From an optimization exercise on the open Yosys and OpenROAD flow, aimed at small area; shortcuts taken in it are not production practice. In this exercise RTL edits were held to simulation tests only and were not proved equivalent to the original. No driver is modelled on the clock port, so clocking that relies on it looks cheaper here than on a real chip.

Design bldc_esc, start of the top module:
module bldc_esc #(parameter DATA_WIDTH = 16, parameter debounce = 3)(
  input clk,
  input reset,
  input pwm_en,
  input encoder_a,
  input encoder_b,
  input [DATA_WIDTH-1:0] pwm_period,
  input [DATA_WIDTH-1:0] period_reference,
  input [DATA_WIDTH-1:0] Kp_ext,
  input [DATA_WIDTH-1:0] Ki_ext,
  input [DATA_WIDTH-1:0] Kd_ext,
  input override_internal_pid,
  output reg motor_positive,
  output reg motor_negative
);
  reg motor_pwm;
  reg [15:0] pwm_counter;
  reg [15:0] pwm_duty_cycle;
  reg [1:0] encoder_state;
  reg [1:0] prev_encoder_state;
  reg [1:0] pwm_direction;
  reg [7:0] period_speed;
  reg [7:0] speed_ctr;
  reg [15:0] Kp;
  reg [15:0] Ki_n;
  reg [15:0] Kd;
  reg [15:0] error_n;
  reg [11:0] integral_n;
  reg [15:0] derivative_n;
  reg [15:0] pid_output;
  reg pid_msb_late;
  reg [15:0] previous_error;
  reg [2:0] encoder_a_shift_reg;
  reg encoder_a_reg;
  reg [2:0] encoder_b_shift_reg;
  reg encoder_b_reg;
  wire one_n0, two_n0;
  assign one_n0 = ~Kp[0];
  bldc_btwo f0 (.b2(Kp[1]), .b1(Kp[0]), .one_n(one_n0), .two_n(two_n0));
  wire q1;
  assign q1 = ~(one_n0 | error_n[0]);
  wire p2 = q1 ^ Kp[1];
  wire q4;
  bldc_bsel b4 (.one_n(one_n0), .two_n(two_n0), .a1(error_n[1]), .a0(error_n[0]), .sel(q4));
  wire p5 = q4 ^ Kp[1];
  wire q7;
  bldc_bsel b7 (.one_n(one_n0), .two_n(two_n0), .a1(error_n[2]), .a0(error_n[1]), .sel(q7));
  wire p8 = q7 ^ Kp[1];
  wire q10;
  bldc_bsel b10 (.one_n(one_n0), .two_n(two_n0), .a1(error_n[3]), .a0(error_n[2]), .sel(q10));
  wire p11 = q10 ^ Kp[1];
  wire q13;
  bldc_bsel b13 (.one_n(one_n0), .two_n(two_n0), .a1(error_n[4]), .a0(error_n[3]), .sel(q13));
  wire p14 = q13 ^ Kp[1];
  wire q16;
  bldc_bsel b16 (.one_n(one_n0), .two_n(two_n0), .a1(error_n[5]), .a0(error_n[4]), .sel(q16));
  wire p17 = q16 ^ Kp[1];
  wire q19;
  bldc_bsel b19 (.one_n(one_n0), .two_n(two_n0), .a1(error_n[6]), .a0(error_n[5]), .sel(q19));
  wire p20 = q19 ^ Kp[1];
  wire q22;
  bldc_bsel b22 (.one_n(one_n0), .two_n(two_n0), .a1(error_n[7]), .a0(error_n[6]), .sel(q22));
  wire p23 = q22 ^ Kp[1];
  wire q25;
  ...
Settings: LEC_CHECK=0, CAP_MARGIN=20, CORE_MARGIN=2, CORE_UTILIZATION=70, PLACE_DENSITY=0.8, SLEW_MARGIN=20, SYNTH_HIERARCHICAL=1; clock period 8.0 ns.
standard.sh (not shown) runs the stock make flow with config.mk's settings and CLKGATE_MAP_FILE= SYNTH_SCRIPT=/design/flow/synth_recipe.tcl, a recipe that flattens the netlist after the stock synthesis.
==> flow/flow/run.sh <==
#!/bin/bash
# Layout flow: the standard flow (standard.sh, standard synthesis
# unchanged) with two layout changes:
#  - the input and output port buffers use the smallest plain buffer,
#    sky130_fd_sc_hd__buf_1 (every port still gets its own buffer);
#  - clock tree synthesis runs with ORFS's usual arguments plus
#    -dont_use_dummy_load, so it adds no dummy load cells to balance the
#    tree's leaves.
# The make output goes to orfs_make.log; each ORFS step keeps its own log
# under orfs/logs/.
set -euo pipefail
here=$(pwd)
bash standard.sh \
  "BUFFER_PORTS_ARGS=-buffer_cell sky130_fd_sc_hd__buf_1" \
  "CTS_ARGS=-sink_clustering_enable -repair_clock_nets -dont_use_dummy_load" \
  finish > "$here/orfs_make.log" 2>&1
Then changed:
==> flow/flow/run.sh (replaced) <==
#!/bin/bash
# Layout flow: the standard flow (standard.sh, standard synthesis
# unchanged) with these layout changes:
#  - the input and output port buffers use the smallest plain buffer,
#    sky130_fd_sc_hd__buf_1 (every port still gets its own buffer);
#  - clock tree synthesis adds no dummy loads and builds the tree from
#    clkbuf_8 under a clkbuf_16 root; after it, flow/fixclk.tcl swaps any
#    leaf buffer that drives more than 15 pins for a clkbuf_16 and
#    legalizes the placement again.
# Each tool's output goes to a log of its own in this folder (orfs_cts.log,
# fixclk.log, orfs_finish.log); each ORFS step also keeps its log under
# orfs/logs/.
set -euo pipefail
here=$(pwd)
args=("BUFFER_PORTS_ARGS=-buffer_cell sky130_fd_sc_hd__buf_1"
      "CTS_ARGS=-sink_clustering_enable -repair_clock_nets -dont_use_dummy_load -buf_list sky130_fd_sc_hd__clkbuf_8 -root_buf sky130_fd_sc_hd__clkbuf_16")
bash standard.sh "${args[@]}" cts > "$here/orfs_cts.log" 2>&1
RES="$here/orfs/results/$FLOW_PLATFORM/bldc_esc/base" openroad -no_init -exit "$here/flow/fixclk.tcl" > "$here/fixclk.log" 2>&1
bash standard.sh "${args[@]}" finish > "$here/orfs_finish.log" 2>&1
==> flow/flow/fixclk.tcl (new file) <==
# After clock tree synthesis: a leaf clock buffer (clkbuf_8) that drives
# more than 15 pins is swapped for clkbuf_16, so that the slew at its flip-flop
# clock pins stays low; the placement is then legalized again.
set res $::env(RES)
read_db $res/4_cts.odb
set db [ord::get_db]
set block [[$db getChip] getBlock]
set m16 [$db findMaster sky130_fd_sc_hd__clkbuf_16]
set swapped 0
foreach inst [$block getInsts] {
  if {[[$inst getMaster] getName] ne "sky130_fd_sc_hd__clkbuf_8"} { continue }
  set n 0
  foreach it [$inst getITerms] {
    if {[$it isOutputSignal] && [$it getNet] ne "NULL"} {
      set n [expr {[llength [[$it getNet] getITerms]] - 1}]
    }
  }
  if {$n > 15} {
    puts "fixclk: [$inst getName] drives $n pins: clkbuf_16"
    $inst swapMaster $m16
    incr swapped
  }
}
puts "fixclk: swapped $swapped"
detailed_placement
check_placement -verbose
write_db $res/4_cts.odb
CORE_UTILIZATION = 75   (was 70)
Effect:
- The new run went through all stages and came out clean
- die area is lower by 6.5%
- worst hold slack improved by 0.0092 ns
- fmax stays flat
- via count is higher by 1.8%
- sequential share of layout area is higher by 0.20 points
Then changed:
CORE_UTILIZATION = 70   (was 75)
GPL_TIMING_DRIVEN = 0   (was default)
Cell count climbs slightly; routed wire length drops by a few percent; sequential share of layout area drops by 0.23 points; die area climbs by a few percent; area after synthesis is unchanged; global-route usage drops by 5.0 points; clock skew drops by 0.016 ns; first-iteration DRC count drops by roughly a tenth.

========
== job 4433 ==
Starting RTL as in the previous note.
clock: 8.0 ns
lec_check: 0
cap_margin: 20
core_margin: 2
core_utilization: 60
place_density: 0.8
slew_margin: 20
synth_hierarchical: 1
==> flow/flow/run.sh <==
#!/bin/bash
# Layout flow: the standard flow (standard.sh, standard synthesis
# unchanged) with these layout changes:
#  - the input and output port buffers use the smallest plain buffer,
#    sky130_fd_sc_hd__buf_1 (every port still gets its own buffer);
#  - clock tree synthesis adds no dummy loads and builds the tree from
#    clkbuf_8 under a clkbuf_16 root; after it, flow/fixclk.tcl swaps any
#    leaf buffer that drives more than 15 pins for a clkbuf_16 and
#    legalizes the placement again.
# Each tool's output goes to a log of its own in this folder (orfs_cts.log,
# fixclk.log, orfs_finish.log); each ORFS step also keeps its log under
# orfs/logs/.
set -euo pipefail
here=$(pwd)
args=("BUFFER_PORTS_ARGS=-buffer_cell sky130_fd_sc_hd__buf_1"
      "CTS_ARGS=-sink_clustering_enable -repair_clock_nets -dont_use_dummy_load -buf_list sky130_fd_sc_hd__clkbuf_8 -root_buf sky130_fd_sc_hd__clkbuf_16")
bash standard.sh "${args[@]}" cts > "$here/orfs_cts.log" 2>&1
RES="$here/orfs/results/$FLOW_PLATFORM/bldc_esc/base" openroad -no_init -exit "$here/flow/fixclk.tcl" > "$here/fixclk.log" 2>&1
bash standard.sh "${args[@]}" finish > "$here/orfs_finish.log" 2>&1
==> flow/flow/fixclk.tcl <==
# After clock tree synthesis: a leaf clock buffer (clkbuf_8) that drives
# more than 15 pins is swapped for clkbuf_16, so that the slew at its flip-flop
# clock pins stays low; the placement is then legalized again.
set res $::env(RES)
read_db $res/4_cts.odb
set db [ord::get_db]
set block [[$db getChip] getBlock]
set m16 [$db findMaster sky130_fd_sc_hd__clkbuf_16]
set swapped 0
foreach inst [$block getInsts] {
  if {[[$inst getMaster] getName] ne "sky130_fd_sc_hd__clkbuf_8"} { continue }
  set n 0
  foreach it [$inst getITerms] {
    if {[$it isOutputSignal] && [$it getNet] ne "NULL"} {
      set n [expr {[llength [[$it getNet] getITerms]] - 1}]
    }
  }
  if {$n > 15} {
    puts "fixclk: [$inst getName] drives $n pins: clkbuf_16"
    $inst swapMaster $m16
    incr swapped
  }
}
puts "fixclk: swapped $swapped"
detailed_placement
check_placement -verbose
write_db $res/4_cts.odb
### job 4433 -> job 3281
--- a/flow/flow/run.sh
+++ b/flow/flow/run.sh
@@ -14,4 +14,5 @@
 here=$(pwd)
 args=("BUFFER_PORTS_ARGS=-buffer_cell sky130_fd_sc_hd__buf_1"
+      "GPL_KEEP_OVERFLOW=0"
       "CTS_ARGS=-sink_clustering_enable -repair_clock_nets -dont_use_dummy_load -buf_list sky130_fd_sc_hd__clkbuf_8 -root_buf sky130_fd_sc_hd__clkbuf_16")
 bash standard.sh "${args[@]}" cts > "$here/orfs_cts.log" 2>&1
--- a/flow/config.mk
+++ b/flow/config.mk
@@ -8,5 +8,5 @@
 export CAP_MARGIN = 20
 export CORE_MARGIN = 2
-export CORE_UTILIZATION = 60
+export CORE_UTILIZATION = 70
 export PLACE_DENSITY = 0.8
 export SLEW_MARGIN = 20
## What came out
Job 4433 → job 3281: core utilization of the finished layout has increased, cell count has decreased, total non-filler cell area in the finished layout now larger, total placed cells including tap cells fell by 5.6%.
Number of rows in the core area (job 3281 vs. job 4433) decreases by a few percent
Job 3281 vs. job 4433: number of vias after detailed routing lost 36, number of ordinary and repair buffers in the finished layout saw a decrease, die area dropped about 14%, total length of routed wires grew by 940 um.
Input-level comparison between job 9254 and job 3281:
--- a/flow/flow/run.sh
+++ b/flow/flow/run.sh
@@ -14,5 +14,4 @@
 here=$(pwd)
 args=("BUFFER_PORTS_ARGS=-buffer_cell sky130_fd_sc_hd__buf_1"
-      "GPL_KEEP_OVERFLOW=0"
       "CTS_ARGS=-sink_clustering_enable -repair_clock_nets -dont_use_dummy_load -buf_list sky130_fd_sc_hd__clkbuf_8 -root_buf sky130_fd_sc_hd__clkbuf_16")
 bash standard.sh "${args[@]}" cts > "$here/orfs_cts.log" 2>&1
[summary]
- From job 3281 to job 9254, final-layout clock buffer total did not move at all.
- Job 3281 finished end to end and its layout was clean on timing, DRC and antenna.
- Looking at the reports, job 9254 completed the entire flow and the layout it produced met the timing, DRC and antenna checks.
- Job 3281 → job 9254: final RePlAce weighted congestion shows an increase of about 0.65%, multi-input gate area in the final layout saw a decrease.
- [compare] base=job 3281 new=job 9254: number of buffers other than clock buffers in the final layout increased by 9.5% relative to the old numbers; sum of met3 wire segment lengths after detailed routing decreased by 7.1% relative to the old numbers; multi-input gate share of total cell area decreased by 0.54 points relative to the old numbers.
#### Input delta (job 4287 over job 9254)
--- a/flow/config.mk
+++ b/flow/config.mk
@@ -9,5 +9,5 @@
 export CORE_MARGIN = 2
 export CORE_UTILIZATION = 70
-export PLACE_DENSITY = 0.8
+export PLACE_DENSITY = 0.9
 export SLEW_MARGIN = 20
 export SYNTH_HIERARCHICAL = 1
### Flow results
- Reported for job 4287 and job 9254, depth of the CTS H-tree turned out identical to the last digit.
- Job 4287 against job 9254: detail-routed net length per standard cell saw an increase, layout buffer count excluding clock buffers increased by 5 relative to the old numbers.
- Summary of the comparison: final non-filler cell area is higher in job 4287, relative to job 9254.
- Worst hold path stage count: job 9254 vs job 4287 identical
For job 7681, these inputs were changed with respect to job 4287:
--- a/flow/config.mk
+++ b/flow/config.mk
@@ -9,5 +9,5 @@
 export CORE_MARGIN = 2
 export CORE_UTILIZATION = 70
-export PLACE_DENSITY = 0.9
+export PLACE_DENSITY = 0.7
 export SLEW_MARGIN = 20
 export SYNTH_HIERARCHICAL = 1
Results
All of job 7681 and job 4287 finish clean.
On part of the cycle the worst path needs, job 7681 and job 4287 are neck and neck.
Diff job 4287 -> job 7681: wire length of the first global-routing pass up 1.4%, all-layer global routing usage now sits higher, setup slack on the worst flop-to-flop path saw little to no change, wire length has decreased.
The clock network area share was comparable across job 7681 and job 4287.
Comparing job 4287 with job 7681, the cell count after placement came out essentially unchanged.

========
Setup of run 1:
bldc_esc, a different RTL version from the one above (not shown whole).
Size in the first run: roughly 1500 cells after synthesis, about 88 I/O pins.
export LEC_CHECK = 0
export CAP_MARGIN = 20
export CORE_MARGIN = 2
export CORE_UTILIZATION = 70
export PLACE_DENSITY = 0.8
export SLEW_MARGIN = 20
export SYNTH_HIERARCHICAL = 1
create_clock -name core_clock -period 8.0 [get_ports {clk}]
==> flow/flow/run.sh <==
#!/bin/bash
# Layout flow: the standard flow (standard.sh, standard synthesis
# unchanged), with the input and output port buffers made from the smallest
# plain buffer, sky130_fd_sc_hd__buf_1, instead of the flow's default pick.
# Every port still gets its own buffer. The make output goes to
# orfs_make.log; each ORFS step keeps its own log under orfs/logs/.
set -euo pipefail
here=$(pwd)
bash standard.sh "BUFFER_PORTS_ARGS=-buffer_cell sky130_fd_sc_hd__buf_1" finish > "$here/orfs_make.log" 2>&1
Input changes introduced in run 2 (baseline for comparison: run 1):
==> flow/run.sh (new file) <==
#!/bin/bash
# synth_recipe.tcl (not shown) runs the flow's synth.tcl, then flattens the netlist and writes it again
# the make line also repeats each setting of config.mk as NAME=value (left out here)
make -C /OpenROAD-flow-scripts/flow DESIGN_CONFIG=/design/flow/config.mk WORK_HOME=/design/flow/orfs CLKGATE_MAP_FILE= SYNTH_SCRIPT=/design/flow/synth_recipe.tcl finish
removed: flow/flow/run.sh
removed: flow/standard.sh
- Changes observed in run 2 relative to run 1: delay of the slowest cell on the worst path now sits higher.
- Diff run 1 -> run 2 | met3 wirelength from detailed routing | up by more than 10%
- Run 2 can be clocked slower than run 1.

==> port drivers added, routing unchanged <==
In the flow no input, the clock included, has a driving cell. The finished layouts below were timed again as built, in two steps.
Step 1 sets driving cells, clkbuf_16 on the clock port and buf_2 on the other inputs (assumed; they add their load-dependent delay and slew).
Step 2 moves the port delays by t, midway between the first and last clock arrival at a register: inputs arrive t later, outputs are due t later. That takes back most of the time a late clock gives input paths.
a / b / c = no drivers / after step 1 / after step 2; a / b = the first two.
run	t (ns)	setup slack, ns	worst setup path after step 2	worst data-port slew with drivers (ns)	cell pins on the clock port's net
the first run of note 1	0.482	0.213 / 0.213 / 0.213	register to register	0.04	1
the second run of note 1	0.445	0.221 / 0.221 / 0.221	register to register	0.04	1
the third run of note 1	0.439	0.207 / 0.207 / 0.207	register to register	0.03	1
job 4433	0.445	0.212 / 0.212 / 0.212	register to register	0.04	1
job 3281	0.441	0.194 / 0.194 / 0.194	register to register	0.04	1
job 9254	0.441	0.242 / 0.242 / 0.242	register to register	0.04	1
job 4287	0.448	0.161 / 0.161 / 0.161	register to register	0.05	1
job 7681	0.439	0.158 / 0.158 / 0.158	register to register	0.04	1
run 1	0.499	0.494 / 0.494 / 0.494	register to register	0.06	1
run 2	0.489	0.324 / 0.324 / 0.324	register to register	0.06	1
After both steps setup and hold are still met in every run listed.
